Source: an optimization exercise on an open RTL-to-GDS flow (aim: small area, a short achievable clock period and few clock cycles). Production flows keep margins and buffers that such runs may drop.
At most, simulation tests tie the RTL to the original design; equivalence was not proved.
Function not checked in runs 5 and 6: the RTL went through the layout flow alone.
No activity file was given, so power comes from the tool's default toggle rates.

==> flow/design.v <==
module apb_ram (
  input presetn,
  input pclk,
  input psel,
  input penable,
  input pwrite,
  input [31:0] paddr, pwdata,
  output reg [31:0] prdata,
  output pready,
  output reg pslverr
);
  wire [31:0] mem [0:31];
  wire [4:0]  a   = paddr[4:0];
  wire        bad = |paddr[31:5];
  wire [31:0] wd  = pwdata & {32{presetn}};
  reg         wr_q;
  assign pready = penable;
  wire [31:0] oh;
  wire [7:0]  oh8;
  wire [3:0]  oh4;
  wire [31:0] rd;
  always @(posedge pclk) begin
    prdata  <= rd;
    pslverr <= bad;
    wr_q    <= psel & ~penable & pwrite & ~bad;
  end
  genvar i, j;
  generate
    for (i = 0; i < 32; i = i + 1) begin : g_word
      reg [31:0] q;
      assign oh[i] = (a == i);
      always @(posedge pclk)
        if (!presetn || (wr_q && oh[i]))
          q <= wd;
      assign mem[i] = q;
    end
    for (i = 0; i < 8; i = i + 1) begin : g_oh8
      assign oh8[i] = (a[2:0] == i);
    end
    for (i = 0; i < 4; i = i + 1) begin : g_oh4
      assign oh4[i] = (a[4:3] == i);
    end
    for (j = 0; j < 32; j = j + 1) begin : g_rd
      wire [3:0] m;
      for (i = 0; i < 4; i = i + 1) begin : g_l1
        apb_ram_aor8 u_aor (.s(oh8),
                            .d({mem[8*i+7][j], mem[8*i+6][j], mem[8*i+5][j], mem[8*i+4][j],
                                mem[8*i+3][j], mem[8*i+2][j], mem[8*i+1][j], mem[8*i][j]}),
                            .y(m[i]));
      end
      apb_ram_aor4 u_aor (.s(oh4), .d(m), .y(rd[j]));
    end
  endgenerate
endmodule
module apb_ram_aor4 (
  input  [3:0] s,
  input  [3:0] d,
  output       y
);
  assign y = |(s & d);
endmodule
module apb_ram_aor8 (
  input  [7:0] s,
  input  [7:0] d,
  output       y
);
  assign y = |(s & d);
endmodule
==> flow/flow/run.sh <==
#!/bin/bash
# Standard ORFS layout (standard synthesis unchanged); only the port buffers
# differ: buf_2 instead of the default pick (a slow delay buffer).
set -euo pipefail
bash standard.sh "BUFFER_PORTS_ARGS=-buffer_cell sky130_fd_sc_hd__buf_2" finish > orfs_make.log 2>&1
==> flow/standard.sh <==
#!/bin/bash
# synth_recipe.tcl (not shown) runs the flow's synth.tcl, then flattens the netlist and writes it again
# the make line also repeats each setting of config.mk as NAME=value (left out here)
make -C /OpenROAD-flow-scripts/flow DESIGN_CONFIG=/design/flow/config.mk WORK_HOME=/design/flow/orfs CLKGATE_MAP_FILE= SYNTH_SCRIPT=/design/flow/synth_recipe.tcl "${@:-finish}"
==> flow/config.mk <==
export PLATFORM = sky130hd
export DESIGN_NAME = apb_ram
export DESIGN_NICKNAME = apb_ram
export VERILOG_FILES = /design/flow/design.v
export SDC_FILE = /design/flow/constraint.sdc
export NUM_CORES = 4
export LEC_CHECK = 0
export CAP_MARGIN = 20
export CORE_MARGIN = 2
export CORE_UTILIZATION = 60
export CTS_BUF_LIST = sky130_fd_sc_hd__clkbuf_4 sky130_fd_sc_hd__clkbuf_8
export CTS_CLUSTER_DIAMETER = 100
export CTS_CLUSTER_SIZE = 8
export SETUP_SLACK_MARGIN = 0.8
export SLEW_MARGIN = 20
export SYNTH_HIERARCHICAL = 1
export SYNTH_MINIMUM_KEEP_SIZE = 0
==> flow/constraint.sdc <==
create_clock -name core_clock -period 2.6 [get_ports {pclk}]
set_input_delay 0.5200 -clock core_clock [delete_from_list [all_inputs] [get_ports {pclk}]]
set_output_delay 0.5200 -clock core_clock [all_outputs]
set_load 0.01 [all_outputs]
==> results of run 1 <==
per-module statistics from Yosys (local to each module, per instance):
module | flip-flops and latches | cells inside
apb_ram_aor4 | 0 | 3
apb_ram | 1058 | 1168
apb_ram_aor8 | 0 | 5
synth_stat cells:
master / n
edfxtp_1: 1024
a22oi_1: 576
nand4_1: 129
dfxtp_1: 34
nand2_1: 34
and2_1: 33
o21ai_0: 18
o21ai_1: 14
inv_1: 8
clkbuf_1: 7
nand3b_1: 6
nor4_1: 6
or3_1: 3
or3b_1: 3
nand3_1: 2
nor2_1: 2
nor2b_1: 2
buf_2: 1
buf_4: 1
nor4_2: 1
path summary, 6_finish.rpt:
| path | start | to | slack [ps] | depth (start not counted) |
|---|---|---|---|---|
| min reg2reg | g_word[31].q[29] | prdata[29] | 590 | 4 |
| min | paddr[4] | prdata[2] | 270 | 4 |
| max | psel | wr_q | 720 | 6 |
| max reg2reg | wr_q | g_word[2].q[28] | 840 | 5 |
logic make-up (layout without fill, tap and decap cells):
| kind of cell | count (synthesis) | in the layout | synth area share |
|---|---|---|---|
| flip-flops | 1058 | 1058 | 0.843 |
| AO/OA/AOI/OAI | 608 | 608 | 0.120 |
| AND/OR/NAND/NOR | 221 | 221 | 0.0352 |
| buffers and inverters | 17 | 541 | 0.00185 |
| other | 0 | 1 | 0 |
tightest hold or removal path, stage by stage:
cell and delay, ps:
buf_2 140, nor2b_4 90, a22oi_1 200, nand2_1 70
timing repair:
action,4_1_cts,5_1_grt
pin swaps,3,2
resized for setup,58,9
hold buffers,9,0
hold endpoints to repair,2,0
cloned,2,0
setup buffers,7,1
setup endpoints to repair,287,37
registers in the layout, summed over array words and instances (netlist names):
| register | cells |
|---|---|
| wr_q | 1 |
| pslverr | 1 |
| g_word.q | 1024 |
| prdata | 32 |
power by group:
part           internal (uW)  switching [uW]  total, uW  leakage (uW)
combinational            830            1700       2530       0.00302
sequential             20200             416      20700        0.0102
clock                   6790            6120      12900       0.00160
per-stage QoR:
step	area (um^2)	hold WS [ps]	utilization	power (uW)	std cells
finish	44400	268	0.721	36100	3266
global route	44400	292	0.721	37200	3266
CTS	44400	223	0.720	36200	3264
detailed placement	41000	578	0.666	23400	2986
global placement	41000	571	0.666	23300	2986
floorplan	37500	544	-	22000	1904
layout by cell type (no fill, tap or decap), types with 11 or more instances in the layout:
| cell | n |
|---|---|
| buf_2 | 80 |
| dfxtp_1 | 11 |
| nand2_1 | 33 |
| buf_12 | 51 |
| a22oi_1 | 575 |
| o21ai_4 | 32 |
| edfxtp_1 | 1024 |
| dfxtp_2 | 14 |
| clkbuf_4 | 94 |
| buf_4 | 105 |
| buf_6 | 26 |
| and2_1 | 32 |
| clkbuf_8 | 150 |
| nand4_1 | 129 |
layer usage:
metal | track usage | vias to the layer above | share of wire
met5 | 0 | - | 0
met4 | 0.137 | 0 | 0.034
met3 | 0.0529 | 206 | 0.080
met2 | 0.560 | 1208 | 0.50
met1 | 0.440 | 11200 | 0.38
li1 | - | 9171 | -
final cells by class:
| cell class | instances | area (um^2) |
|---|---|---|
| Antenna cell | 1 | 2.50 |
| Clock buffer | 244 | 2770 |
| Clock inverter | 16 | 181 |
| Fill cell | 3820 | 17200 |
| Inverter | 8 | 60.1 |
| Multi-Input combinational cell | 829 | 6220 |
| Sequential cell | 1058 | 31500 |
| Tap cell | 837 | 1050 |
| Timing Repair Buffer | 273 | 2650 |
==> impl_metrics.yaml, run 1 <==
routing:
  drt-total-wl_um: 105000
  drt_iter0_markers: 2509
  drc_errors: 0
  dr.pass1.iters: 6
  routedWlPerCell_um: 32.1
  vias: 21800
  ant_nets: 0
  routed_via_density: 6.67
timing:
  hold_viol: 0
  max_slew_margin: 0.459
  post-route-period-util: 0.722
  finalClockSkew_ps: 27.5
  finalSetupViolations: 0
  slew_viol_final: 0
  tns_ps: 0
  fmax_mhz: 533
  period_needed_ps: 1880
  worst_pin_slew_ps: 811
  fin_ws_ps: 723
  rsz0062_at_grt: "yes"
floorplanning:
  io-pin-count: 103
  design.die.area_um2: 64200
  die_h_um: 253
  die_w_um: 253
  initial_core_util: 0.605
  placementRows: 91
  design.core.area_um2: 61600
finish:
  syn2layout_area_growth_pct: 19.1
  layout.nets: 2389
  drive_gt1_frac: 0.247
setup_path:
  crit_path_max_incr_delay_ps: 610
  cp-start-kind: "primary input"
  cp_top_family: "buffers and inverters"
  critPathMostFrequentCell: "dlygate4sd3_1"
  path_buf_inv: 4
  endpoint_kind: "register"
  critPathArrivalTime_ps: 2630
  cp_slowest_cell: "dlygate4sd3_1"
  critPathKind: "primary input to register"
  cp.required_ps: 3350
  path_max_fanout: 1
  crit_chain: "dlygate4sd3_1 > buf_2 > nand3b_1 > dlygate4sd3_1 > nor4_2 > dlygate4sd3_1"
yosys:
  synthDistinctLibCells: 20
  yosysWarnings: 7
  seq_area_frac_synth: 0.843
  syn_nets: 1973
  ys_ff_latch: 1058
  synth_top_area_share: 0.825
  yosysTopAreaCell: "edfxtp_1"
  synthCells: 1904
  synth_area_um2: 37300
  synth_area_leaders: "edfxtp_1 82%, a22oi_1 12%, nand4_1 2.2%"
  syn_area_per_cell_um2: 19.6
grt:
  grt_pass1_vias: 22000
  grt_max_degree: 79
  grt_pass1_wl_um: 150000
  antenna_found_initial: 1
  grt-ovfl-total: 0
  track_usage: 0.333
min_path:
  hp-class: "primary input to register"
clock_tree:
  cts_tree: "yes"
  path_clk_slew_ps: 70
  htreeDepth: 4
  cts_root_buf: "clkbuf_8"
  cts_buffers: 150
  clkSinkCount: 1058
  insertion_delay_ps: 820
  ctsLongestPathBuffers: 3
status:
  status: "no timing/DRC/antenna violations"
placement:
  routabilityCongestion: 0.773
  dp_slack_ps: 42.7
  io_buffers: 102
  place_hpwl_um: 52500
run:
  drv_cap: 0
pwr:
  p_leak_uw: 0.0148
  p_per_area_nw_per_um2: 813
  peakVddDrop_uv: 604
Testbench counts, summed over its fixed seeds: cycles 32,000.
==> run 2, diff against run 1 <==
--- a/flow/config.mk
+++ b/flow/config.mk
@@ -7,10 +7,10 @@
 export LEC_CHECK = 0
 export CAP_MARGIN = 20
 export CORE_MARGIN = 2
-export CORE_UTILIZATION = 60
-export CTS_BUF_LIST = sky130_fd_sc_hd__clkbuf_4 sky130_fd_sc_hd__clkbuf_8
+export CORE_UTILIZATION = 55
+export CTS_BUF_LIST = sky130_fd_sc_hd__clkbuf_8
 export CTS_CLUSTER_DIAMETER = 100
-export CTS_CLUSTER_SIZE = 8
+export CTS_CLUSTER_SIZE = 12
 export SETUP_SLACK_MARGIN = 0.8
 export SLEW_MARGIN = 20
 export SYNTH_HIERARCHICAL = 1
==> impl_metrics.yaml, run 2 <==
yosys:
  yosysWarnings: 7
  ys_ff_latch: 1058
  synthArstFlopShare: 0
  synthCells: 1904
  synth_area_leaders: "edfxtp_1 82%, a22oi_1 12%, nand4_1 2.2%"
  ys_top_cells_by_count: "1024 x edfxtp_1, 576 x a22oi_1, 129 x nand4_1"
  syn_nets: 1973
  synth-edff-count: 1024
  yosysTopAreaCell: "edfxtp_1"
  synth.most_common_cell: "edfxtp_1"
  synthDistinctLibCells: 20
  syn_area_per_cell_um2: 19.6
  synth_top_area_share: 0.825
  synth_area_um2: 37300
  seq_area_frac_synth: 0.843
  ys.flop_type: "edfxtp_1"
timing:
  max_slew_margin: 0.185
  fin_ws_ps: 771
  rsz0062_at_grt: "yes"
  finalSetupViolations: 0
  whs_ps: 67.7
  post-route-period-util: 0.703
  hold_viol: 0
  slew_viol_final: 0
  worst_pin_slew_ps: 1220
  fmax_mhz: 547
  period_needed_ps: 1830
  finalClockSkew_ps: 32.3
finish:
  layout.nets: 2336
  final_common_cell: "edfxtp_1"
  largest_reg_flops: 1024
  instances_no_fill: 3213
  fin_util: 0.642
  syn2layout_area_growth_pct: 15.6
  fillerInstances: 4609
  stdcell_area_um2: 43100
  final_cell_mix: "1024 x edfxtp_1, 574 x a22oi_1, 129 x nand4_1"
  regMostFlops: "g_word.q"
  drive_gt1_frac: 0.186
  reg_top3: "g_word.q (1024), prdata (32)"
setup_path:
  rr_worst_depth: 4
  endpoint_kind: "register"
  reg2reg_slack_ps: 770
  reg2reg_from: "wr_q"
  critPathArrivalTime_ps: 2200
  r2r_end: "g_word[1].q[8]"
  cp.required_ps: 2970
  critPathKind: "register to register"
  path_max_fanout: 32
  cp-start-kind: "register"
placement:
  place_hpwl_um: 55000
  io_buffers: 102
  placed_cells: 3030
  post_dp_cell_area_um2: 41200
  dp_slack_ps: 70.4
  routabilityCongestion: 0.775
routing:
  routed_via_density: 6.68
  ant_nets: 0
  drt_iter0_markers: 2879
  routedWlPerCell_um: 32.7
  drt-total-wl_um: 105000
  drc_errors: 0
  dr.pass1.iters: 6
  vias: 21500
clock_tree:
  insertion_delay_ps: 730
  ctsLongestPathBuffers: 3
  clkSinkCount: 1058
  htreeDepth: 3
  hold_buffers: 0
  path_clk_slew_ps: 80
  cts_root_buf: "clkbuf_8"
  cts_buffers: 98
  cts_tree: "yes"
pwr:
  peakVddDrop_uv: 585
  p_per_area_nw_per_um2: 743
  p_leak_uw: 0.0143
min_path:
  min_to: "wr_q"
  min_from: "psel"
  hp-class: "primary input to register"
  hold_path_depth: 3
floorplanning:
  initial_core_util: 0.555
  design.die.area_um2: 69900
  die_h_um: 264
  die_w_um: 264
  design.core.area_um2: 67200
  io-pin-count: 103
  placementRows: 95
grt:
  grt_max_degree: 73
  track_usage: 0.301
  antenna_found_initial: 1
  grt_pass1_vias: 21400
  grt-ovfl-total: 0
  grt_pass1_wl_um: 149000
status:
  status: "no timing/DRC/antenna violations"
run:
  drv_cap: 0
## run 2: per-stage QoR
step                TNS, ps  total power (uW)
global placement          0             23300
global route              0             33000
floorplan            -64220             22000
detailed placement        0             23400
finish                    0             32000
CTS                       0             32100
## run 2: modules after synthesis (local to each module, per instance)
module | times used | flip-flops and latches | cells inside
apb_ram_aor8 | 128 | 0 | 5
apb_ram | 1 | 1058 | 1168
apb_ram_aor4 | 32 | 0 | 3
## run 2: power breakdown
part / internal (uW) / switching [uW] / leakage, uW / total [uW]
clock network: 3570 / 5340 / 0.00110 / 8910
logic: 789 / 1710 / 0.00305 / 2500
registers: 20200 / 386 / 0.0102 / 20600
total: 24600 / 7440 / 0.0143 / 32000
## run 2: logic make-up after synthesis
group	after synthesis	synth area share
compound gates	608	0.120
buf+inv	17	0.00185
flops	1058	0.843
simple gates	221	0.0352
## run 2: critical path, stage by stage (launching register included)
cell and delay [ps]:
dfxtp_4 400, or3b_4 410, buf_4 150, o21ai_4 150, buf_12 320
## run 2: metal layers
metal  wire, um  GRT usage  part of all wire  vias to the layer above
li1           -          -                 -                     9015
met1      42200      0.424              0.40                    11000
met2      50200      0.486              0.48                     1183
met3       9200     0.0499             0.088                      208
met4       3370      0.101             0.032                        0
met5          0          0                 0                        -
## run 2: repair_timing
| action | in CTS | in global routing |
|---|---|---|
| pin swaps | 4 | 2 |
| gates resized for setup | 17 | 5 |
| gates cloned | 1 | 2 |
| endpoints found under the setup margin | 791 | 93 |
| buffers inserted | 4 | 3 |
| endpoints found under the hold margin | 0 | 0 |
## run 2: layout make-up
| class | count | area, um^2 | area share |
|---|---|---|---|
| inverters | 8 | 60.1 | 0.00139 |
| clock buffers | 100 | 1380 | 0.0319 |
| well taps | 873 | 1090 | 0.0253 |
| multi-input cells | 829 | 6220 | 0.144 |
| diodes | 2 | 5.00 | 0.000116 |
| clock inverters | 71 | 287 | 0.00665 |
| flip-flops and latches | 1058 | 31400 | 0.730 |
| repair buffers | 272 | 2620 | 0.0607 |
## run 2: worst max-delay path by stage
stage	from	to
floorplan	paddr[3]	g_word[19].q[0]
global placement	paddr[2]	prdata[3]
detailed placement	paddr[2]	prdata[3]
CTS	wr_q	g_word[7].q[22]
global route	wr_q	g_word[7].q[22]
finish	wr_q	g_word[1].q[8]
==> run 3, diff against run 2 <==
--- a/flow/config.mk
+++ b/flow/config.mk
@@ -7,7 +7,7 @@
 export LEC_CHECK = 0
 export CAP_MARGIN = 20
 export CORE_MARGIN = 2
-export CORE_UTILIZATION = 55
+export CORE_UTILIZATION = 65
 export CTS_BUF_LIST = sky130_fd_sc_hd__clkbuf_8
 export CTS_CLUSTER_DIAMETER = 100
 export CTS_CLUSTER_SIZE = 12
==> impl_metrics.yaml, run 3 <==
status:
  status: "no timing/DRC/antenna violations"
floorplanning:
  io-pin-count: 103
  die_h_um: 244
  design.core.area_um2: 56600
  initial_core_util: 0.659
  design.die.area_um2: 59300
  die_w_um: 244
  placementRows: 87
yosys:
  synthArstFlopShare: 0
  synthCells: 1904
  ys_top_cells_by_count: "1024 x edfxtp_1, 576 x a22oi_1, 129 x nand4_1"
  synth_area_leaders: "edfxtp_1 82%, a22oi_1 12%, nand4_1 2.2%"
  synth-edff-count: 1024
  yosysWarnings: 7
  syn_nets: 1973
  ys.flop_type: "edfxtp_1"
  ys_ff_latch: 1058
  synth.most_common_cell: "edfxtp_1"
  seq_area_frac_synth: 0.843
  synth_top_area_share: 0.825
  synthDistinctLibCells: 20
  yosysTopAreaCell: "edfxtp_1"
  syn_area_per_cell_um2: 19.6
  synth_area_um2: 37300
run:
  drv_cap: 0
setup_path:
  rr_worst_depth: 4
  crit_chain: "buf_2 > or3b_4 > clkinvlp_4 > buf_12 > a22oi_1 > nand4_1 > a22oi_1 > nand2_1"
  endpoint_kind: "register"
  cp_slowest_cell: "a22oi_1"
  critPathMostFrequentCell: "a22oi_1"
  path_max_fanout: 52
  critPathKind: "primary input to register"
  cp_top_family: "simple AND/OR/NAND/NOR gates"
  path_buf_inv: 3
  critPathArrivalTime_ps: 2420
  crit_path_max_incr_delay_ps: 410
  cp.required_ps: 3210
  cp-start-kind: "primary input"
  cp.depth: 8
timing:
  post-route-period-util: 0.695
  whs_ps: 81.0
  finalClockSkew_ps: 31.8
  max_slew_margin: 0.582
  worst_pin_slew_ps: 628
  fmax_mhz: 554
  hold_viol: 0
  rsz0062_at_grt: "yes"
  period_needed_ps: 1810
  tns_ps: 0
  finalSetupViolations: 0
  slew_viol_final: 0
placement:
  placed_cells: 2904
  place_hpwl_um: 53800
  io_buffers: 102
  routabilityCongestion: 0.801
min_path:
  hold_path_depth: 3
  hp-class: "primary input to register"
clock_tree:
  clkSinkCount: 1058
  cts_tree: "yes"
  cts_root_buf: "clkbuf_8"
  ctsLongestPathBuffers: 3
  path_clk_slew_ps: 90
  cts_buffers: 98
  insertion_delay_ps: 730
  htreeDepth: 3
finish:
  reg_top3: "g_word.q (1024), prdata (32)"
  drive_gt1_frac: 0.183
  syn2layout_area_growth_pct: 14.9
  largest_reg_flops: 1024
  final_common_cell: "edfxtp_1"
  instances_no_fill: 3082
  layout.nets: 2321
  regMostFlops: "g_word.q"
  final_cell_mix: "1024 x edfxtp_1, 575 x a22oi_1, 129 x nand4_1"
routing:
  routedWlPerCell_um: 32.9
  drc_errors: 0
  routed_via_density: 7.07
  vias: 21800
  dr.pass1.iters: 5
  drt_iter0_markers: 2913
  ant_nets: 0
  drt-total-wl_um: 102000
pwr:
  p_per_area_nw_per_um2: 747
  p_leak_uw: 0.0142
  peakVddDrop_uv: 738
grt:
  top_usage_layer: "met2"
  use_met2: 0.541
  grt-ovfl-total: 0
  track_usage: 0.347
  met1_usage: 0.503
  grt_pass1_wl_um: 147000
  antenna_found_initial: 3
  grt_pass1_vias: 21700
  grt_util_met3: 0.0671
  grt_max_degree: 83
[run 3: cell counts after synthesis]
Identical to the previous run, type by type.
[run 3: worst register-to-register path, stage by stage (launching register included)]
cell       delay (ps)
dfxtp_4           380
or3b_1            340
buf_4             210
o21ai_4           220
bufbuf_16         350
[run 3: per-module statistics from Yosys, one instance, submodules excluded]
module        area, um^2  cells inside  copies in the design
apb_ram            32000          1168                     1
apb_ram_aor4        18.8             3                    32
apb_ram_aor8        36.3             5                   128
[run 3: final timing paths]
path | start | to | slack (ps)
max | paddr[2] | prdata[18] | 790
min | pwrite | wr_q | 80
max reg2reg | wr_q | g_word[1].q[11] | 820
min reg2reg | g_word[20].q[20] | prdata[20] | 600
[run 3: through the flow]
step	power (uW)	utilization	worst slack, ps	area (um^2)
finish	32000	0.757	794	42900
global placement	23300	0.725	139	41000
floorplan	22000	-	-287	37500
CTS	32100	0.757	752	42800
detailed placement	23400	0.725	123	41000
global route	32900	0.757	757	42900
[run 3: cells by family (layout without fill, tap and decap cells)]
group           Yosys count  after routing  share of synthesized area
compound gates          608            608                      0.120
flops                  1058           1058                      0.843
simple gates            221            221                     0.0352
buf+inv                  17            435                    0.00185
other cells               0              4                          0
[run 3: what timing repair did]
action                                  in CTS  in global routing
pin swaps                                    1                  1
gates cloned                                 1                  0
buffers inserted                             1                  2
endpoints found under the hold margin        0                  0
endpoints found under the setup margin     108                 45
hold buffers                                 0                  0
resized for setup                           23                  2
[run 3: layout make-up]
type / instances / area (um^2)
flip-flops and latches: 1058 / 31500
fillers: 3293 / 13700
multi-input cells: 829 / 6210
repair buffers: 257 / 2500
clock buffers: 100 / 1380
well taps: 756 / 946
clock inverters: 70 / 298
inverters: 8 / 60.1
diodes: 4 / 10.0
[run 3: power breakdown]
group	internal, uW	leakage (uW)	total [uW]	switching, uW
combinational	789	0.00298	2480	1690
clock	3580	0.00107	8900	5320
sequential	20200	0.0102	20600	413
total	24600	0.0142	32000	7430
[run 3: metal layers]
layer | vias up | share of wire
li1 | 9006 | -
met1 | 11000 | 0.38
met2 | 1523 | 0.47
met3 | 251 | 0.11
met4 | 0 | 0.036
met5 | - | 0
==> run 4, diff against run 3 <==
--- a/flow/config.mk
+++ b/flow/config.mk
@@ -7,7 +7,7 @@
 export LEC_CHECK = 0
 export CAP_MARGIN = 20
 export CORE_MARGIN = 2
-export CORE_UTILIZATION = 65
+export CORE_UTILIZATION = 60
 export CTS_BUF_LIST = sky130_fd_sc_hd__clkbuf_8
 export CTS_CLUSTER_DIAMETER = 100
 export CTS_CLUSTER_SIZE = 12
==> impl_metrics.yaml, run 4 <==
status:
  status: "no timing/DRC/antenna violations"
pwr:
  p_leak_uw: 0.0142
  p_per_area_nw_per_um2: 747
  peakVddDrop_uv: 595
yosys:
  yosysWarnings: 7
  synth_area_leaders: "edfxtp_1 82%, a22oi_1 12%, nand4_1 2.2%"
  synth_area_um2: 37300
  seq_area_frac_synth: 0.843
  yosysTopAreaCell: "edfxtp_1"
  syn_nets: 1973
  synthDistinctLibCells: 20
  synth_top_area_share: 0.825
  synthCells: 1904
  syn_area_per_cell_um2: 19.6
  synth-edff-count: 1024
  synthArstFlopShare: 0
  ys_ff_latch: 1058
  synth.most_common_cell: "edfxtp_1"
  ys_top_cells_by_count: "1024 x edfxtp_1, 576 x a22oi_1, 129 x nand4_1"
  ys.flop_type: "edfxtp_1"
finish:
  layout.nets: 2324
  final_cell_mix: "1024 x edfxtp_1, 573 x a22oi_1, 129 x nand4_1"
  largest_reg_flops: 1024
  stdcell_area_um2: 42900
  syn2layout_area_growth_pct: 15.0
  final_common_cell: "edfxtp_1"
  fin_util: 0.696
  reg_top3: "g_word.q (1024), prdata (32)"
  drive_gt1_frac: 0.185
  regMostFlops: "g_word.q"
  fillerInstances: 3990
grt:
  grt_pass1_vias: 21300
  antenna_found_initial: 2
  track_usage: 0.325
  grt_max_degree: 79
  grt-ovfl-total: 0
  grt_pass1_wl_um: 146000
clock_tree:
  insertion_delay_ps: 750
  htreeDepth: 3
  ctsLongestPathBuffers: 3
  path_clk_slew_ps: 80
  cts_root_buf: "clkbuf_8"
  cts_tree: "yes"
  cts_buffers: 98
  hold_buffers: 0
  clkSinkCount: 1058
setup_path:
  path_max_fanout: 2
  critPathKind: "register to output port"
  cp_slowest_cell: "dfxtp_4"
  crit_chain: "buf_2"
  endpoint_kind: "output port"
  path_buf_inv: 1
  critPathArrivalTime_ps: 1230
  cp.required_ps: 2080
  cp_top_family: "flip-flops"
  crit_path_max_incr_delay_ps: 390
  cp-start-kind: "register"
timing:
  finalClockSkew_ps: 46.4
  max_slew_margin: 0.483
  post-route-period-util: 0.674
  slew_viol_final: 0
  tns_ps: 0
  fmax_mhz: 571
  period_needed_ps: 1750
  worst_pin_slew_ps: 776
  hold_viol: 0
  finalSetupViolations: 0
  rsz0062_at_grt: "no"
placement:
  io_buffers: 102
  post_dp_cell_area_um2: 41000
  routabilityCongestion: 0.773
  place_hpwl_um: 52500
min_path:
  hp-class: "primary input to register"
floorplanning:
  die_w_um: 253
  design.core.area_um2: 61600
  io-pin-count: 103
  initial_core_util: 0.605
  design.die.area_um2: 64200
  placementRows: 91
  die_h_um: 253
routing:
  drt_iter0_markers: 2442
  dr.pass1.iters: 5
  ant_nets: 0
  drt-total-wl_um: 103000
  drc_errors: 0
  vias: 21300
  routed_via_density: 6.71
  routedWlPerCell_um: 32.5
run:
  drv_cap: 0
run 4: cell counts after synthesis:
Identical to the previous run, type by type.
run 4: layout make-up:
cell class,instances,area (um^2),share of cell area
sequential,1058,31500,0.733
multi-input combinational,829,6220,0.145
timing repair buffer,260,2400,0.0559
clock buffer,100,1380,0.0321
tap,837,1050,0.0244
clock inverter,79,332,0.00773
inverter,8,60.1,0.00140
antenna,2,5.00,0.000117
run 4: repair_timing:
action                     in CTS  in global routing
resized for setup              26                  6
cloned                          0                  1
setup endpoints to repair     101                316
pin swaps                       2                  0
buffers inserted                5                  0
run 4: path summary, 6_finish.rpt:
kind | from | end | slack, ps | cells after the start
max | prdata[6] | prdata[6] | 850 | 1
min | psel | wr_q | 50 | 3
max reg2reg | wr_q | g_word[2].q[11] | 850 | 4
min reg2reg | g_word[30].q[0] | prdata[0] | 600 | 4
run 4: kinds of logic (layout without fill, tap and decap cells):
group / after synthesis / in the layout / share of synthesized area
AOI/OAI and AO/OA: 608 / 608 / 0.120
buffers and inverters: 17 / 447 / 0.00185
DFF: 1058 / 1058 / 0.843
other: 0 / 2 / 0
and+or+nand+nor: 221 / 221 / 0.0352
run 4: per-module statistics from Yosys (local to each module, per instance):
module | flip-flops and latches | times used
apb_ram | 1058 | 1
apb_ram_aor8 | 0 | 128
apb_ram_aor4 | 0 | 32
run 4: layer usage:
| layer | global-route usage | up-vias | share of wire |
|---|---|---|---|
| li1 | - | 9005 | - |
| met1 | 0.433 | 11000 | 0.38 |
| met2 | 0.549 | 1122 | 0.50 |
| met3 | 0.0534 | 196 | 0.082 |
| met4 | 0.115 | 2 | 0.035 |
| met5 | 0 | - | 0.000068 |
run 4: power breakdown:
part / internal, uW / switching, uW / total, uW / leakage, uW
combinational: 775 / 1690 / 2460 / 0.00294
clock: 3590 / 5380 / 8980 / 0.00112
sequential: 20200 / 406 / 20600 / 0.0102
run 4: stage by stage:
step	instances	power, uW	hold slack, ps	worst slack [ps]
global placement	2986	23300	571	28.1
detailed placement	2986	23400	578	42.7
CTS	3170	32200	8.29	758
floorplan	1904	22000	544	-287
global route	3172	33000	40.0	808
finish	3173	32100	48.8	847
==> run 5, diff against run 4 <==
--- a/flow/design.v
+++ b/flow/design.v
@@ -28,10 +28,16 @@
   generate
     for (i = 0; i < 32; i = i + 1) begin : g_word
       reg [31:0] q;
+      wire [1:0] en;
       assign oh[i] = (a == i);
+      apb_ram_wen u_en0 (.rst_n(presetn), .w(wr_q), .s(oh[i]), .en(en[0]));
+      apb_ram_wen u_en1 (.rst_n(presetn), .w(wr_q), .s(oh[i]), .en(en[1]));
       always @(posedge pclk)
-        if (!presetn || (wr_q && oh[i]))
-          q <= wd;
+        if (en[0])
+          q[15:0] <= wd[15:0];
+      always @(posedge pclk)
+        if (en[1])
+          q[31:16] <= wd[31:16];
       assign mem[i] = q;
     end
     for (i = 0; i < 8; i = i + 1) begin : g_oh8
@@ -66,3 +72,11 @@
 );
   assign y = |(s & d);
 endmodule
+module apb_ram_wen (
+  input  rst_n,
+  input  w,
+  input  s,
+  output en
+);
+  assign en = ~rst_n | (w & s);
+endmodule
==> impl_metrics.yaml, run 5 <==
timing:
  hold_viol: 0
  fmax_mhz: 541
  period_needed_ps: 1850
  slew_viol_final: 0
  post-route-period-util: 0.710
  finalClockSkew_ps: 29.8
  fin_ws_ps: 753
  rsz0062_at_grt: "yes"
  max_slew_margin: 0.601
  worst_pin_slew_ps: 599
  finalSetupViolations: 0
setup_path:
  critPathKind: "primary input to register"
  path_buf_inv: 4
  crit_path_max_incr_delay_ps: 420
  crit_start: "paddr[0]"
  cp.required_ps: 3180
  cp-start-kind: "primary input"
  crit_path_end: "prdata[3]"
  cp_top_family: "compound AO/OA/AOI/OAI gates"
  crit_chain: "buf_2 > or3b_4 > clkinvlp_4 > buf_4 > buf_12 > a22oi_1 > nand4_1 > a22oi_2 > nand2_1"
  critPathArrivalTime_ps: 2420
  r2r_end: "g_word[13].q[13]"
  endpoint_kind: "register"
  cp_slowest_cell: "a22oi_2"
  reg2reg_from: "wr_q"
  path_max_fanout: 59
  rr_worst_depth: 3
  reg2reg_slack_ps: 980
  cp.depth: 9
placement:
  routabilityCongestion: 0.813
  place_hpwl_um: 53200
  dp_slack_ps: -247
  post_dp_cell_area_um2: 41100
  io_buffers: 102
routing:
  dr.pass1.iters: 5
  routed_via_density: 6.72
  drt_iter0_markers: 2745
  drc_errors: 0
  routedWlPerCell_um: 31.0
  drt-total-wl_um: 102000
  vias: 22000
  ant_nets: 0
finish:
  final_common_cell: "edfxtp_1"
  layout.nets: 2425
  largest_reg_flops: 1024
  ff_latch_area_um2: 31400
  reg_top3: "g_word.q (1024), prdata (32)"
  stdcell_area_um2: 43500
  final_cell_mix: "1024 x edfxtp_1, 551 x a22oi_1, 141 x buf_4"
  multi_input_comb_area_um2: 6500
  regMostFlops: "g_word.q"
  syn2layout_area_growth_pct: 15.0
  drive_gt1_frac: 0.192
  fillerInstances: 4107
yosys:
  yosysWarnings: 7
  ys.flop_type: "edfxtp_1"
  synth-edff-count: 1024
  synthArstFlopShare: 0
  synth.most_common_cell: "edfxtp_1"
  yosysTopAreaCell: "edfxtp_1"
  synth_area_um2: 37900
  seq_area_frac_synth: 0.830
  ys_top_cells_by_count: "1024 x edfxtp_1, 576 x a22oi_1, 129 x nand4_1"
  synthDistinctLibCells: 19
  ys_ff_latch: 1058
  synthCells: 1966
  syn_area_per_cell_um2: 19.3
  syn_nets: 2035
  synth_top_area_share: 0.812
  synth_area_leaders: "edfxtp_1 81%, a22oi_1 11%, nand4_1 2.1%"
pwr:
  p_sw_frac: 0.232
  p_per_area_nw_per_um2: 737
  p_clk_frac: 0.278
  power.net_switching_uw: 7440
  combPwrFrac: 0.080
  peakVddDrop_uv: 530
  pwr-share-seq: 0.642
  p_int_uw: 24700
  p_leak_uw: 0.0149
grt:
  grt_pass1_wl_um: 139000
  antenna_found_initial: 2
  grt-ovfl-total: 0
  grt_pass1_vias: 20900
  grt_max_degree: 75
  track_usage: 0.301
run:
  drv_cap: 0
status:
  status: "no timing/DRC/antenna violations"
floorplanning:
  io-pin-count: 103
  die_w_um: 255
  placementRows: 92
  design.core.area_um2: 62700
  die_h_um: 255
  design.die.area_um2: 65100
  initial_core_util: 0.604
clock_tree:
  cts_root_buf: "clkbuf_8"
  cts_tree: "yes"
  path_clk_slew_ps: 80
  clkSinkCount: 1058
  htreeDepth: 3
  cts_buffers: 98
  ctsLongestPathBuffers: 3
  insertion_delay_ps: 730
min_path:
  hp-class: "primary input to register"
## run 5: cell types whose count changed in the layout (fill, tap and decap cells not counted), moves of 5 or more
| cell | delta |
|---|---|
| buf_16 | +5 |
| a22oi_2 | +22 |
| buf_4 | +35 |
| o21ai_4 | -32 |
| nor2_1 | +32 |
| a21bo_1 | +46 |
| clkbuf_16 | +11 |
| a22oi_1 | -22 |
| buf_12 | -14 |
| a21bo_2 | +18 |
| buf_6 | -6 |
## run 5: layer usage
| metal | vias to the layer above | track usage | routed length (um) |
|---|---|---|---|
| met5 | - | 0 | 0 |
| met4 | 0 | 0.0637 | 1700 |
| met3 | 120 | 0.0651 | 11300 |
| met2 | 1220 | 0.442 | 45300 |
| met1 | 11400 | 0.470 | 43400 |
| li1 | 9292 | - | - |
## run 5: tightest hold or removal path: stages
cell and delay [ps]:
buf_2 100, nand3b_1 70, nor4_1 40
## run 5: cell families after synthesis
kind of cell           after synthesis  synth area share
flip-flops                        1058             0.830
AND/OR/NAND/NOR                    249            0.0370
AO/OA/AOI/OAI                      640             0.131
buffers and inverters               19           0.00198
## run 5: area by class of cell
cell class | instances | share of cell area
Inverter | 12 | 0.00172
Clock buffer | 101 | 0.0319
Sequential cell | 1058 | 0.722
Antenna cell | 1 | 0.0000575
Clock inverter | 75 | 0.00681
Timing Repair Buffer | 297 | 0.0635
Multi-Input combinational cell | 889 | 0.149
Tap cell | 846 | 0.0243
## run 5: repair_timing
action,in CTS,in global routing
gates cloned,1,12
buffers inserted,1,22
pin swaps,1,15
setup endpoints to repair,21,31
gates resized for setup,24,26
hold endpoints to repair,1,0
hold buffers,1,0
## run 5: worst min path at each step
stage,slack [ps],cells past startpoint,to,from
floorplan,540,4,prdata[0],g_word[30].q[0]
global placement,570,4,prdata[19],g_word[25].q[19]
detailed placement,580,4,prdata[8],g_word[25].q[8]
CTS,0.07,3,wr_q,pwrite
global route,20,3,wr_q,pwrite
finish,50,3,wr_q,pwrite
## run 5: Yosys stat by module (local to each module, per instance)
module | cells inside | cell area, um^2 | times used | flip-flops and latches
apb_ram | 1166 | 32000 | 1 | 1058
apb_ram_aor8 | 5 | 36.3 | 128 | 0
apb_ram_aor4 | 3 | 18.8 | 32 | 0
apb_ram_wen | 1 | 10.0 | 64 | 0
## run 5: power by group through the flow
stage	combinational (uW)	sequential [uW]	clock, uW
after CTS	2430	20600	9020
after global placement	2360	20900	0
after floorplan	1120	20900	0
final	2580	20600	8920
after detailed placement	2400	21000	0
after global routing	2730	20700	9630
## run 5: stage by stage
stage	instances	total power (uW)	TNS [ps]	hold WS, ps	util
floorplan	1966	22000	-5620	544	-
global placement	3064	23300	-443	574	0.655
detailed placement	3064	23400	-702	584	0.655
CTS	3243	32000	0	0.0711	0.684
global route	3279	33100	0	22.7	0.694
finish	3279	32100	0	51.9	0.694
==> run 6, diff against run 5 <==
==> flow/design.v (replaced) <==
module apb_ram (
  input presetn,
  input pclk,
  input psel,
  input penable,
  input pwrite,
  input [31:0] paddr, pwdata,
  output reg [31:0] prdata,
  output reg pready, pslverr
);
  reg [31:0] mem [32];
  typedef enum {idle = 0, setup = 1, access = 2, transfer = 3} state_type;
  state_type state;
  always@(posedge pclk)
    begin
      if(presetn == 1'b0)  
        begin
        state <= idle;
        prdata <= 32'h00000000;
        pready <= 1'b0;
        pslverr <= 1'b0;
        for(int i = 0; i < 32; i++) 
        begin
          mem[i] <= 0;
        end
       end 
      else 
        begin
      case(state)
      idle : 
      begin
        prdata <= 32'h00000000;
        pready <= 1'b0;
        pslverr <= 1'b0;
        state   <= setup;
      end
      setup:  
      begin
           if(psel == 1'b1)
             state <= access;
           else
             state <= setup;
      end
      access: 
      begin 
        if(pwrite && penable) 
          begin
            if(paddr < 32) 
            begin
            mem[paddr] <= pwdata;
            state <= transfer;
            pslverr <= 1'b0;
            pready  <= 1'b1;
            end
            else 
            begin
            state <= transfer;
            pready <= 1'b1;
            pslverr <= 1'b1;
            end
          end
        else if (!pwrite && penable)
            begin
            if(paddr < 32) 
            begin
            prdata <= mem[paddr];
            state <= transfer;
            pready <= 1'b1;
            pslverr <= 1'b0;
            end
            else 
            begin
            state <= transfer;
            pready <= 1'b1;
            pslverr <= 1'b1;
            prdata <= 32'h00000000;
            end
          end
        else
           state <= setup;
       end  
        transfer: begin
          state <= setup;
          pready <= 1'b0;
          pslverr <= 1'b0;
        end
      default : state <= idle;
      endcase      
    end
  end
endmodule
==> flow/run.sh (new file) <==
#!/bin/bash
# synth_recipe.tcl (not shown) runs the flow's synth.tcl, then flattens the netlist and writes it again
# the make line also repeats each setting of config.mk as NAME=value (left out here)
make -C /OpenROAD-flow-scripts/flow DESIGN_CONFIG=/design/flow/config.mk WORK_HOME=/design/flow/orfs CLKGATE_MAP_FILE= SYNTH_SCRIPT=/design/flow/synth_recipe.tcl finish
==> flow/config.mk (replaced) <==
export PLATFORM = sky130hd
export DESIGN_NAME = apb_ram
export DESIGN_NICKNAME = apb_ram
export VERILOG_FILES = /design/flow/design.v
export SDC_FILE = /design/flow/constraint.sdc
export NUM_CORES = 4
export LEC_CHECK = 0
export CAP_MARGIN = 20
export CORE_MARGIN = 2
export CORE_UTILIZATION = 40
export SLEW_MARGIN = 20
removed: flow/flow/run.sh
removed: flow/standard.sh
==> impl_metrics.yaml, run 6 <==
status:
  status: "no timing/DRC/antenna violations"
routing:
  drt_iter0_markers: 2622
  m1WireLength_um: 58800
  routedWlPerCell_um: 26.7
  ant_nets: 0
  vias: 28100
  drt-total-wl_um: 138000
  routed_via_density: 5.44
  drc_errors: 0
  met3_length_um: 11500
  dr.pass1.iters: 5
  route.met2.wl_um: 64800
  top_layer_used: "met5"
setup_path:
  r2r_end: "mem[30][5]"
  rr_worst_depth: 8
  cp-start-kind: "register"
  reg2reg_slack_ps: 190
  reg2reg_from: "state[0]"
  path_max_fanout: 20
  critPathArrivalTime_ps: 2820
  cp.required_ps: 3010
  critPathKind: "register to register"
  endpoint_kind: "register"
yosys:
  synth.most_common_cell: "and2_1"
  syn_nets: 3304
  synth-edff-count: 1024
  synthArstFlopShare: 0
  ys.flop_type: "edfxtp_1"
  synth_area_um2: 48300
  syn_area_per_cell_um2: 14.9
  yosysTopAreaCell: "edfxtp_1"
  synth_top_area_share: 0.637
  ys_top_cells_by_count: "1025 x and2_1, 1024 x edfxtp_1, 257 x mux2i_1"
  synth_area_leaders: "edfxtp_1 64%, and2_1 13%, mux4_2 6.0%"
  ys_ff_latch: 1060
  seq_area_frac_synth: 0.651
  yosysWarnings: 1
  synthDistinctLibCells: 46
  synthCells: 3232
timing:
  post-route-period-util: 0.928
  max_slew_margin: 0.273
  finalClockSkew_ps: 38.8
  period_needed_ps: 2410
  slew_viol_final: 0
  fmax_mhz: 414
  fin_ws_ps: 187
  whs_ps: 146
  hold_viol: 0
  rsz0062_at_grt: "no"
  finalSetupViolations: 0
  worst_pin_slew_ps: 1090
finish:
  final_cell_mix: "1025 x and2_1, 1024 x edfxtp_1, 257 x mux2i_1"
  regMostFlops: "mem"
  drive_gt1_frac: 0.214
  fillerInstances: 10100
  largest_reg_flops: 1024
  final_common_cell: "and2_1"
  reg_top3: "mem (1024), prdata (32), state (2)"
  syn2layout_area_growth_pct: 19.1
  layout.nets: 3534
floorplanning:
  design.core.area_um2: 120000
  placementRows: 127
  initial_core_util: 0.403
  io-pin-count: 103
  die_w_um: 352
  design.die.area_um2: 124000
  die_h_um: 352
clock_tree:
  hold_buffers: 0
  ctsLongestPathBuffers: 3
  path_clk_slew_ps: 70
  cts_resized: 0
  clkSinkCount: 1060
  htreeDepth: 3
  insertion_delay_ps: 730
  cts_tree: "yes"
  cts_root_buf: "clkbuf_16"
  cts_buffers: 110
  post_cts_buffers: 0
pwr:
  p_leak_uw: 0.0222
  totalPowerFinal_uw: 37700
  peakVddDrop_uv: 539
  p_per_area_nw_per_um2: 655
placement:
  dp_slack_ps: -447
  routabilityCongestion: 0.820
  place_hpwl_um: 90000
  io_buffers: 102
min_path:
  hold_path_depth: 2
  hp-class: "primary input to register"
  min_from: "presetn"
  min_to: "pslverr"
grt:
  grt_pass1_wl_um: 199000
  track_usage: 0.225
  grt_pass1_vias: 27800
  grt-ovfl-total: 0
  antenna_found_initial: 7
  grt_max_degree: 47
run:
  drv_cap: 0
==> run 6: changes by cell type after synthesis, sizes merged, moves of 33 or more <==
cell    change
mux4      +128
and2      +993
a22oi     -448
a21bo      -64
mux2i     +257
buf        +82
nand4      -95
clkbuf    +223
nand2b     +33
o22ai      +63
==> run 6: final cells by class <==
| class | count | area (um^2) | area share |
|---|---|---|---|
| inverter | 4 | 15.0 | 0.000261 |
| timing repair buffer | 430 | 4800 | 0.0835 |
| antenna | 3 | 7.51 | 0.000131 |
| clock buffer | 141 | 2900 | 0.0504 |
| tap | 1612 | 2020 | 0.0351 |
| multi-input combinational | 1856 | 15600 | 0.272 |
| sequential | 1060 | 31500 | 0.547 |
| clock inverter | 63 | 686 | 0.0119 |
==> run 6: logic make-up (layout without fill, tap and decap cells) <==
logic type      count (synthesis)  in the layout  share of synthesized area
fa+ha+maj                       3              3                   0.000777
simple gates                 1240           1240                      0.170
mux                           385            385                      0.113
buf+inv                       316            638                     0.0279
other cells                     0              3                          0
flops                        1060           1060                      0.651
compound gates                228            228                     0.0369
==> run 6: worst max path at each step <==
stage,startpoint,to,slack [ps],depth (start not counted)
after global placement,paddr[29],mem[1][5],-440,7
after detailed placement,paddr[29],mem[31][5],-450,7
after global routing,state[0],mem[9][2],70,8
after CTS,state[0],mem[14][19],190,8
after floorplan,paddr[0],mem[1][0],3,6
final,state[0],mem[30][5],190,8
==> run 6: metal layers <==
layer	vias up	global-route usage
met4	2	0.0577
met3	181	0.0446
met1	14500	0.318
met5	-	0
li1	12400	-
met2	1047	0.356
==> run 6: stage by stage <==
stage	utilization	instance area [um^2]	std cells	TNS, ps
2_1_floorplan	-	48400	3232	0
4_1_cts	0.480	57500	5166	0
3_5_place_dp	0.450	53900	4962	-708470
5_1_grt	0.480	57500	5166	0
6_report	0.480	57500	5169	0
3_3_place_gp	0.450	53900	4962	-698090
==> run 6: worst max-delay path, cell delays in order, from the launching register on <==
cell and delay [ps]:
dfxtp_1 310, inv_1 80, ha_1 250, and4_1 410
nand2_1 150, buf_12 190, nor4_4 270, nand2b_2 230
buf_12 220
==> run 6: power by group <==
| group | internal (uW) | total [uW] | switching, uW | leakage, uW |
|---|---|---|---|---|
| Clock | 8990 | 15800 | 6800 | 0.00175 |
| Combinational | 1050 | 2680 | 1640 | 0.00922 |
| Sequential | 19100 | 19200 | 110 | 0.0113 |
| Total | 29100 | 37700 | 8550 | 0.0222 |

afterwards: timing with drivers on the ports:
How much do the figures lean on ideal ports? The routed layouts below were timed once more, with nothing changed but the port constraints. Step 1, drivers: a clkbuf_16 drives pclk and a buf_2 each remaining input, both assumed. Step 2 moves the port delays by t, midway between the first and last clock arrival at a register: inputs arrive t later, outputs are due t later. That takes back most of the time a late clock gives input paths. a / b / c = ideal ports / drivers / drivers and shift; a / b = the first two.
run | shift t [ns] | slack for setup (ns) | worst hold slack (ns) | clock arrival spread, ns
run 1 | 0.872 | 0.723 / 0.701 / -0.108 | 0.268 / 0.251 / 0.587 | 0.034 / 0.034
run 2 | 0.774 | 0.771 / 0.771 / 0.135 | 0.068 / 0.027 / 0.604 | 0.034 / 0.035
run 3 | 0.776 | 0.794 / 0.737 / 0.035 | 0.081 / 0.042 / 0.596 | 0.037 / 0.037
run 4 | 0.787 | 0.847 / 0.784 / 0.132 | 0.049 / 0.014 / 0.599 | 0.048 / 0.048
run 5 | 0.770 | 0.753 / 0.792 / 0.024 | 0.052 / 0.006 / 0.600 | 0.042 / 0.042
run 6 | 0.782 | 0.187 / 0.187 / -0.509 | 0.146 / 0.108 / 0.475 | 0.039 / 0.039
Met with ideal ports but missed after step 2: setup timing in run 1 and run 6. The setup slack of run 1, which loses most, moves by -0.022 ns with the drivers and by -0.831 ns with both steps.
